From an optimization exercise on the open Yosys and OpenROAD flow, aimed at small area; shortcuts taken in it are not production practice.
Only simulation tests tie the RTL to the original design; equivalence was not proved.
No activity file was given, so power comes from the tool's default toggle rates.

==> job 9559: inputs <==
## dac8734_ctrl
module dac8734_ctrl(
    input  wire       clk,
    input  wire       reset,
    input  wire       uart_rxd,
    output wire       uart_txd,
    output wire       sck,
    output wire [7:0] cs,
    output wire       io_out,
    output wire       io_oe,
    output wire       ldac_n
);
clock: 10.0 ns
lec_check: 0
cap_margin: 20
core_margin: 2
core_utilization: 40
cts_cluster_diameter: 100
cts_cluster_size: 25
slew_margin: 20
standard.sh (not shown) runs the stock make flow with config.mk's settings and CLKGATE_MAP_FILE= SYNTH_SCRIPT=/design/flow/synth_recipe.tcl, a recipe that flattens the netlist after the stock synthesis.
==> flow/flow/run.sh <==
#!/bin/bash
# Own layout flow: the standard layout (standard.sh), except that
# - the standard synthesis maps its combinational logic with an area-oriented
#   ABC script (flow/abc_area.script) instead of ORFS's speed script; the rest
#   of the synthesis, registers included, is unchanged: the only change is
#   the -script argument of yosys's abc call;
# - clock tree synthesis inserts no dummy loads and uses clkbuf_8 above the
#   sink clusters (CTS_ARGS, which ORFS's cts.tcl uses in place of its own).
# Each tool's output goes to a log file of its own in the work folder.
set -euo pipefail
W=$(pwd)
F="$W/flow"

# synthesis script: synth_recipe.tcl with abc's -script argument replaced
{
  echo "proc abc {args} { set i [lsearch \$args -script]; lset args [expr {\$i+1}] {$F/abc_area.script}; yosys abc {*}\$args }"
  cat "$W/synth_recipe.tcl"
} > "$W/own_synth.tcl"

# the standard make command with that synthesis script, for the synthesis only
sed "s#SYNTH_SCRIPT=[^ ]*#SYNTH_SCRIPT=$W/own_synth.tcl#" "$W/standard.sh" > "$W/own_synth.sh"
grep -q "SYNTH_SCRIPT=$W/own_synth.tcl" "$W/own_synth.sh"

bash "$W/own_synth.sh" synth > "$W/synth.log" 2>&1
# the rest of the standard layout, from the floorplan to the final DEF
B=sky130_fd_sc_hd__clkbuf
CTS="-sink_clustering_enable -repair_clock_nets -dont_use_dummy_load -sink_clustering_size 25 -sink_clustering_max_diameter 120 -tree_buf ${B}_8 -root_buf ${B}_8"
bash "$W/standard.sh" "CTS_ARGS=$CTS" finish > "$W/layout.log" 2>&1
test -f "$W/out/final.def"
==> flow/flow/abc_area.script <==
&get -n
&st
&synch2
&dch -f
&nf -R 1000 -p -F 8 -A 4 -a
&put
==> job 7081: changes against job 9559 <==
--- a/flow/design.v
+++ b/flow/design.v
@@ -120,39 +120,112 @@
 endcase
 wire muxbit = TxD_dataReg[state[2:0]];
 reg TxD;
 always @(posedge clk) if(rst) TxD <= 1'b0; else TxD <= (state<4) | (state[3] & muxbit);
 endmodule
 `timescale 1ns / 1ps
 module tx_fifo (
     input  wire       clk,
-    input  wire       rst,
+    input  wire       rst,      
+    input  wire       grst,     
     input  wire [7:0] din,
     input  wire       wr_en,
     input  wire       rd_en,
     output wire [7:0] dout,
     output wire       empty
 );
-reg [511:0] mem;
-reg [6:0] count;
-wire full = count[6];
-assign empty = (count == 7'd0);
-wire [5:0] head = count[5:0] - 6'd1;
-assign dout = mem[8*head +: 8];
-wire wr = wr_en && !full;
-wire rd = rd_en && !empty;
-always @(posedge clk)
-    if (wr && !rst)
-        mem <= {mem[503:0], din};
+reg [6:0] wr_ptr;
+reg [6:0] rd_ptr;
+wire full = (wr_ptr[5:0] == rd_ptr[5:0]) && (wr_ptr[6] != rd_ptr[6]);
+assign empty = (wr_ptr == rd_ptr);
+wire acc = wr_en && !full && !rst;
+reg [5:0] ph;
+reg [511:0] ring;
+reg [7:0] d0, d1, d2;
+reg [5:0] l0, l1, l2;
+reg v0, v1, v2;
+wire [5:0] ph1 = ph + 6'd1;
+wire [5:0] q_in = ph1 - wr_ptr[5:0];
+wire [5:0] q0 = ph1 - l0;
+wire [5:0] q1 = ph1 - l1;
+wire [5:0] q2 = ph1 - l2;
+wire c_in = acc && q_in[1:0] == 2'd0;
+wire c0 = v0 && q0[1:0] == 2'd0;
+wire c1 = v1 && q1[1:0] == 2'd0;
+wire c2 = v2;                     
+wire we = c_in | c0 | c1 | c2;
+wire [7:0] wbus = c_in ? din : c0 ? d0 : c1 ? d1 : d2;
+wire [3:0] wtap = c_in ? q_in[5:2] : c0 ? q0[5:2] : c1 ? q1[5:2] : q2[5:2];
+integer t;
+always @(posedge clk) begin
+    ring <= {ring[503:0], ring[511:504]};
+    for (t = 0; t < 16; t = t + 1)
+        if (we && wtap == t)
+            ring[32*t +: 8] <= wbus;
+end
+always @(posedge clk) begin
+    d0 <= din;
+    l0 <= wr_ptr[5:0];
+    v0 <= acc && !c_in;
+    d1 <= d0;
+    l1 <= l0;
+    v1 <= v0 && !c0;
+    d2 <= d1;
+    l2 <= l1;
+    v2 <= v1 && !c1;
+end
+reg [7:0] hreg;
+reg [7:0] slot0;
+reg [2:0] fwait;
+reg fact;
+assign dout = hreg;
+wire rd = rd_en && !empty && !rst;
+wire [5:0] hcell = ph - rd_ptr[5:0];
+always @(posedge clk) begin
+    if (acc && wr_ptr[5:0] == 6'd0)
+        slot0 <= din;
+    if (rst) begin
+        hreg <= slot0;
+        fwait <= 3'd0;
+        fact <= 1'b0;
+    end
+    else if (acc && empty) begin
+        hreg <= din;
+        fwait <= 3'd0;
+        fact <= 1'b0;
+    end
+    else if (rd) begin
+        fwait <= 3'd4;
+        fact <= 1'b0;
+    end
+    else if (fwait != 3'd0) begin
+        fwait <= fwait - 3'd1;
+        if (fwait == 3'd1) fact <= 1'b1;
+    end
+    else if (fact && hcell == 6'd63) begin
+        hreg <= ring[511:504];
+        fact <= 1'b0;
+    end
+end
 always @(posedge clk)
-    if (rst)
-        count <= 7'd0;
-    else
-        count <= count + {6'd0, wr} - {6'd0, rd};
+    if (grst) ph <= 6'd0;
+    else ph <= ph + 6'd1;
+always @(posedge clk) begin
+    if (rst) begin
+        wr_ptr <= 'd0;
+        rd_ptr <= 'd0;
+    end
+    else begin
+        if (wr_en && !full)
+            wr_ptr <= wr_ptr + 'd1;
+        if (rd_en && !empty)
+            rd_ptr <= rd_ptr + 'd1;
+    end
+end
 endmodule
 `timescale 1ns / 1ps
 module data_receiver
     #(
       parameter BTF_RX_BUFFER_COUNT_WIDTH = 6,
       parameter BTF_RX_BUFFER_BYTES = 32,
       parameter BTF_RX_BUFFER_WIDTH = 8 * BTF_RX_BUFFER_BYTES
       )
@@ -559,16 +632,17 @@
     reg [7:0] FIFO_din;
     reg FIFO_wr_en;
     reg FIFO_rd_en;
     wire [7:0] FIFO_dout;
     wire FIFO_empty;
     tx_fifo transmitter_FIFO(
     .clk(clk),
     .rst(reset_FIFO | rst),
+    .grst(rst),
     .din(FIFO_din),
     .wr_en(FIFO_wr_en),
     .rd_en(FIFO_rd_en),
     .dout(FIFO_dout),
     .empty(FIFO_empty)
   );
     reg [1:0] src;
     reg [6:0] idx;       
==> job 9146: changes against job 9559 <==
--- a/flow/design.v
+++ b/flow/design.v
@@ -120,39 +120,84 @@
 endcase
 wire muxbit = TxD_dataReg[state[2:0]];
 reg TxD;
 always @(posedge clk) if(rst) TxD <= 1'b0; else TxD <= (state<4) | (state[3] & muxbit);
 endmodule
 `timescale 1ns / 1ps
 module tx_fifo (
     input  wire       clk,
-    input  wire       rst,
+    input  wire       rst,      
+    input  wire       grst,     
     input  wire [7:0] din,
     input  wire       wr_en,
     input  wire       rd_en,
     output wire [7:0] dout,
     output wire       empty
 );
-reg [511:0] mem;
-reg [6:0] count;
-wire full = count[6];
-assign empty = (count == 7'd0);
-wire [5:0] head = count[5:0] - 6'd1;
-assign dout = mem[8*head +: 8];
-wire wr = wr_en && !full;
-wire rd = rd_en && !empty;
+reg [6:0] wr_ptr;
+reg [6:0] rd_ptr;
+wire full = (wr_ptr[5:0] == rd_ptr[5:0]) && (wr_ptr[6] != rd_ptr[6]);
+assign empty = (wr_ptr == rd_ptr);
+wire acc = wr_en && !full && !rst;
+reg [5:0] ph;
+reg [511:0] ring;
+reg [7:0] d0, d1, d2;
+reg [5:0] l0, l1, l2;
+reg v0, v1, v2;
+wire [5:0] ph1 = ph + 6'd1;
+wire [5:0] q_in = ph1 - wr_ptr[5:0];
+wire [5:0] q0 = ph1 - l0;
+wire [5:0] q1 = ph1 - l1;
+wire [5:0] q2 = ph1 - l2;
+wire c_in = acc && q_in[1:0] == 2'd0;
+wire c0 = v0 && q0[1:0] == 2'd0;
+wire c1 = v1 && q1[1:0] == 2'd0;
+wire c2 = v2;                     
+wire we = c_in | c0 | c1 | c2;
+wire [7:0] wbus = c_in ? din : c0 ? d0 : c1 ? d1 : d2;
+wire [3:0] wtap = c_in ? q_in[5:2] : c0 ? q0[5:2] : c1 ? q1[5:2] : q2[5:2];
+integer t;
+always @(posedge clk) begin
+    ring <= {ring[503:0], ring[511:504]};
+    for (t = 0; t < 16; t = t + 1)
+        if (we && wtap == t)
+            ring[32*t +: 8] <= wbus;
+end
+always @(posedge clk) begin
+    d0 <= din;
+    l0 <= wr_ptr[5:0];
+    v0 <= acc && !c_in;
+    d1 <= d0;
+    l1 <= l0;
+    v1 <= v0 && !c0;
+    d2 <= d1;
+    l2 <= l1;
+    v2 <= v1 && !c1;
+end
+wire [5:0] H = rd_ptr[5:0];
+wire [5:0] hpos = ph - H;
+assign dout = (v0 && l0 == H) ? d0 :
+              (v1 && l1 == H) ? d1 :
+              (v2 && l2 == H) ? d2 : ring[8*hpos +: 8];
 always @(posedge clk)
-    if (wr && !rst)
-        mem <= {mem[503:0], din};
-always @(posedge clk)
-    if (rst)
-        count <= 7'd0;
-    else
-        count <= count + {6'd0, wr} - {6'd0, rd};
+    if (grst) ph <= 6'd0;
+    else ph <= ph + 6'd1;
+always @(posedge clk) begin
+    if (rst) begin
+        wr_ptr <= 'd0;
+        rd_ptr <= 'd0;
+    end
+    else begin
+        if (wr_en && !full)
+            wr_ptr <= wr_ptr + 'd1;
+        if (rd_en && !empty)
+            rd_ptr <= rd_ptr + 'd1;
+    end
+end
 endmodule
 `timescale 1ns / 1ps
 module data_receiver
     #(
       parameter BTF_RX_BUFFER_COUNT_WIDTH = 6,
       parameter BTF_RX_BUFFER_BYTES = 32,
       parameter BTF_RX_BUFFER_WIDTH = 8 * BTF_RX_BUFFER_BYTES
       )
@@ -559,16 +604,17 @@
     reg [7:0] FIFO_din;
     reg FIFO_wr_en;
     reg FIFO_rd_en;
     wire [7:0] FIFO_dout;
     wire FIFO_empty;
     tx_fifo transmitter_FIFO(
     .clk(clk),
     .rst(reset_FIFO | rst),
+    .grst(rst),
     .din(FIFO_din),
     .wr_en(FIFO_wr_en),
     .rd_en(FIFO_rd_en),
     .dout(FIFO_dout),
     .empty(FIFO_empty)
   );
     reg [1:0] src;
     reg [6:0] idx;       
==> job 264: changes against job 9559 <==
--- a/flow/design.v
+++ b/flow/design.v
@@ -80,31 +80,30 @@
 always @(posedge clk)
 if(Baud8Tick && next_bit && state[3]) RxD_data <= {~RxD_bit_inv, RxD_data[7:1]};
 always @(posedge clk)
 if(rst)
 	RxD_data_ready <= 1'b0;
 else
 	RxD_data_ready <= (Baud8Tick && next_bit && state==4'b0001 && ~RxD_bit_inv);   
 endmodule
-module async_transmitter(clk, rst, TxD_start, TxD_data, TxD, TxD_busy);
+module async_transmitter(clk, rst, TxD_start, TxD_data, TxD, TxD_busy, TxD_hold, TxD_done);
 input clk, rst, TxD_start;
 input [7:0] TxD_data;
 output TxD, TxD_busy;
+output TxD_hold, TxD_done;
 reg [14:0] acc;
 reg BaudTick;
 wire TxD_busy;
 always @(posedge clk)
     if (rst) {BaudTick, acc} <= 16'd0;
     else if (TxD_busy) {BaudTick, acc} <= {1'b0, acc} + 16'd151;
 reg [3:0] state;
 wire TxD_ready = (state==0);
 assign TxD_busy = ~TxD_ready;
-reg [7:0] TxD_dataReg;
-always @(posedge clk) if(TxD_ready & TxD_start) TxD_dataReg <= TxD_data;
 always @(posedge clk)
 if(rst) state <= 4'b0000; else
 case(state)
 	4'b0000: if(TxD_start) state <= 4'b0001;
 	4'b0001: if(BaudTick) state <= 4'b0100;
 	4'b0100: if(BaudTick) state <= 4'b1000;   
 	4'b1000: if(BaudTick) state <= 4'b1001;   
 	4'b1001: if(BaudTick) state <= 4'b1010;   
@@ -113,46 +112,122 @@
 	4'b1100: if(BaudTick) state <= 4'b1101;   
 	4'b1101: if(BaudTick) state <= 4'b1110;   
 	4'b1110: if(BaudTick) state <= 4'b1111;   
 	4'b1111: if(BaudTick) state <= 4'b0010;   
 	4'b0010: if(BaudTick) state <= 4'b0011;   
 	4'b0011: if(BaudTick) state <= 4'b0000;   
 	default: if(BaudTick) state <= 4'b0000;
 endcase
-wire muxbit = TxD_dataReg[state[2:0]];
+wire muxbit = TxD_data[state[2:0]];
+assign TxD_hold = (state == 4'd1) || state[3] || state[2] || (TxD_ready && TxD_start);
+assign TxD_done = (state == 4'b1111) && BaudTick;
 reg TxD;
 always @(posedge clk) if(rst) TxD <= 1'b0; else TxD <= (state<4) | (state[3] & muxbit);
 endmodule
 `timescale 1ns / 1ps
 module tx_fifo (
     input  wire       clk,
-    input  wire       rst,
+    input  wire       rst,      
+    input  wire       grst,     
+    input  wire       hold,     
+    input  wire       refresh,  
     input  wire [7:0] din,
     input  wire       wr_en,
     input  wire       rd_en,
     output wire [7:0] dout,
     output wire       empty
 );
-reg [511:0] mem;
-reg [6:0] count;
-wire full = count[6];
-assign empty = (count == 7'd0);
-wire [5:0] head = count[5:0] - 6'd1;
-assign dout = mem[8*head +: 8];
-wire wr = wr_en && !full;
-wire rd = rd_en && !empty;
-always @(posedge clk)
-    if (wr && !rst)
-        mem <= {mem[503:0], din};
+reg [6:0] wr_ptr;
+reg [6:0] rd_ptr;
+wire full = (wr_ptr[5:0] == rd_ptr[5:0]) && (wr_ptr[6] != rd_ptr[6]);
+assign empty = (wr_ptr == rd_ptr);
+wire acc = wr_en && !full && !rst;
+reg [5:0] ph;
+reg [511:0] ring;
+reg [7:0] d0, d1, d2;
+reg [5:0] l0, l1, l2;
+reg v0, v1, v2;
+wire [5:0] ph1 = ph + 6'd1;
+wire [5:0] q_in = ph1 - wr_ptr[5:0];
+wire [5:0] q0 = ph1 - l0;
+wire [5:0] q1 = ph1 - l1;
+wire [5:0] q2 = ph1 - l2;
+wire c_in = acc && q_in[1:0] == 2'd0;
+wire c0 = v0 && q0[1:0] == 2'd0;
+wire c1 = v1 && q1[1:0] == 2'd0;
+wire c2 = v2;                     
+wire we = c_in | c0 | c1 | c2;
+wire [7:0] wbus = c_in ? din : c0 ? d0 : c1 ? d1 : d2;
+wire [3:0] wtap = c_in ? q_in[5:2] : c0 ? q0[5:2] : c1 ? q1[5:2] : q2[5:2];
+integer t;
+always @(posedge clk) begin
+    ring <= {ring[503:0], ring[511:504]};
+    for (t = 0; t < 16; t = t + 1)
+        if (we && wtap == t)
+            ring[32*t +: 8] <= wbus;
+end
+always @(posedge clk) begin
+    d0 <= din;
+    l0 <= wr_ptr[5:0];
+    v0 <= acc && !c_in;
+    d1 <= d0;
+    l1 <= l0;
+    v1 <= v0 && !c0;
+    d2 <= d1;
+    l2 <= l1;
+    v2 <= v1 && !c1;
+end
+reg [7:0] hreg;
+reg [7:0] slot0;
+reg [2:0] fwait;
+reg fact;
+assign dout = hreg;
+wire [5:0] hcell = ph - rd_ptr[5:0];
+always @(posedge clk) begin
+    if (acc && wr_ptr[5:0] == 6'd0)
+        slot0 <= din;
+    if (rst && !hold) begin
+        hreg <= slot0;
+        fwait <= 3'd0;
+        fact <= 1'b0;
+    end
+    else if (acc && empty && !hold) begin
+        hreg <= din;
+        fwait <= 3'd0;
+        fact <= 1'b0;
+    end
+    else if (refresh) begin
+        fwait <= 3'd4;
+        fact <= 1'b0;
+    end
+    else if (fwait != 3'd0) begin
+        fwait <= fwait - 3'd1;
+        if (fwait == 3'd1) fact <= 1'b1;
+    end
+    else if (fact && hcell == 6'd63) begin
+        hreg <= ring[511:504];
+        fact <= 1'b0;
+    end
+end
 always @(posedge clk)
-    if (rst)
-        count <= 7'd0;
-    else
-        count <= count + {6'd0, wr} - {6'd0, rd};
+    if (grst) ph <= 6'd0;
+    else ph <= ph + 6'd1;
+always @(posedge clk) begin
+    if (rst) begin
+        wr_ptr <= 'd0;
+        rd_ptr <= 'd0;
+    end
+    else begin
+        if (wr_en && !full)
+            wr_ptr <= wr_ptr + 'd1;
+        if (rd_en && !empty)
+            rd_ptr <= rd_ptr + 'd1;
+    end
+end
 endmodule
 `timescale 1ns / 1ps
 module data_receiver
     #(
       parameter BTF_RX_BUFFER_COUNT_WIDTH = 6,
       parameter BTF_RX_BUFFER_BYTES = 32,
       parameter BTF_RX_BUFFER_WIDTH = 8 * BTF_RX_BUFFER_BYTES
       )
@@ -550,25 +625,29 @@
         if (rst) begin
             TX_buffer1_ready_delay <= 1'b0;
             TX_buffer2_ready_delay <= 1'b0;
         end
         else begin
             TX_buffer1_ready_delay <= TX_buffer1_ready;
             TX_buffer2_ready_delay <= TX_buffer2_ready;
         end
+    wire TxD_hold, TxD_done;
     reg reset_FIFO;
     reg [7:0] FIFO_din;
     reg FIFO_wr_en;
     reg FIFO_rd_en;
     wire [7:0] FIFO_dout;
     wire FIFO_empty;
     tx_fifo transmitter_FIFO(
     .clk(clk),
     .rst(reset_FIFO | rst),
+    .grst(rst),
+    .hold(TxD_hold),
+    .refresh(TxD_done),
     .din(FIFO_din),
     .wr_en(FIFO_wr_en),
     .rd_en(FIFO_rd_en),
     .dout(FIFO_dout),
     .empty(FIFO_empty)
   );
     reg [1:0] src;
     reg [6:0] idx;       
@@ -764,16 +843,17 @@
                     end
                 default:
                     main_state <= MAIN_IDLE;
 		endcase
 	end
 	wire TxD_busy;
 	reg TxD_start;
 	async_transmitter TXUSB(.clk(clk), .rst(rst), .TxD(TxD), .TxD_busy(TxD_busy), .TxD_start(TxD_start),
+									.TxD_hold(TxD_hold), .TxD_done(TxD_done),
 									.TxD_data(FIFO_dout));
 	reg [1:0] transmitter_state;
 	localparam [1:0] TX_IDLE = 2'd0;
 	localparam [1:0] TX_WAIT1 = 2'd1;
 	localparam [1:0] TX_WAIT2 = 2'd2;
     always @ (posedge clk)
         if (rst) begin
             transmitter_state <= TX_IDLE;
==> comparison <==
Job 264 finished clean. Job 7081 passed the timing, DRC and antenna checks. Job 9559 went through all stages and came out clean. Job 9146 passed the timing, DRC and antenna checks. The lowest clock skew belongs to job 9146, the highest to job 264. Sequential cell count: job 264 is higher than job 9146 (12). Of job 264 and job 7081, job 7081 has the higher sequential share of layout area (gap 0.16 points). Non-clock buffer count is the same in job 7081 and job 264. Global-route usage is about the same in job 264 and job 9559. Wire length, lowest first: job 264, job 7081, job 9559, job 9146. First-iteration DRC count: job 264 < job 7081 < job 9559 < job 9146. Against job 264, the combinational power of job 7081 is smaller by about 10%. In job 9146 the worst setup slack is lower than in job 9559, by 0.089 ns. Cell area: job 9559 > job 9146 > job 7081 > job 264.

-- separate check: timing with driven ports --
The flow's constraints put no driver on any port. The routed layouts listed below were extracted and timed again, unchanged, in two steps.
Step 1, drivers: a clkbuf_16 drives clk and a buf_2 each remaining input, both assumed.
Step 2, shift: input delay + t, output delay - t, t = (earliest + latest rising clock arrival at the registers) / 2. This alone moves slack from input paths to output paths.
a / b / c = ideal ports / drivers / drivers and shift; a / b = the first two.
| run | t (ns) | setup WS [ns] | worst hold slack (ns) | slew at the worst register clock pin (ns) | worst data-port slew with drivers (ns) |
|---|---|---|---|---|---|
| job 9559 | 0.852 | 4.014 / 3.946 / 4.338 | 0.242 / 0.242 / 0.242 | 0.10 / 0.10 | 0.04 |
| job 7081 | 0.873 | 3.762 / 3.690 / 4.345 | 0.239 / 0.239 / 0.239 | 0.11 / 0.11 | 0.05 |
| job 9146 | 0.888 | 3.925 / 3.857 / 3.903 | 0.244 / 0.244 / 0.244 | 0.12 / 0.12 | 0.04 |
| job 264 | 0.877 | 3.793 / 3.740 / 3.793 | 0.272 / 0.272 / 0.272 | 0.11 / 0.11 | 0.06 |
After both steps every run listed still meets setup and hold. For job 9146, which loses most, drivers alone change the setup slack by -0.068 ns; drivers and shift together by -0.022 ns.
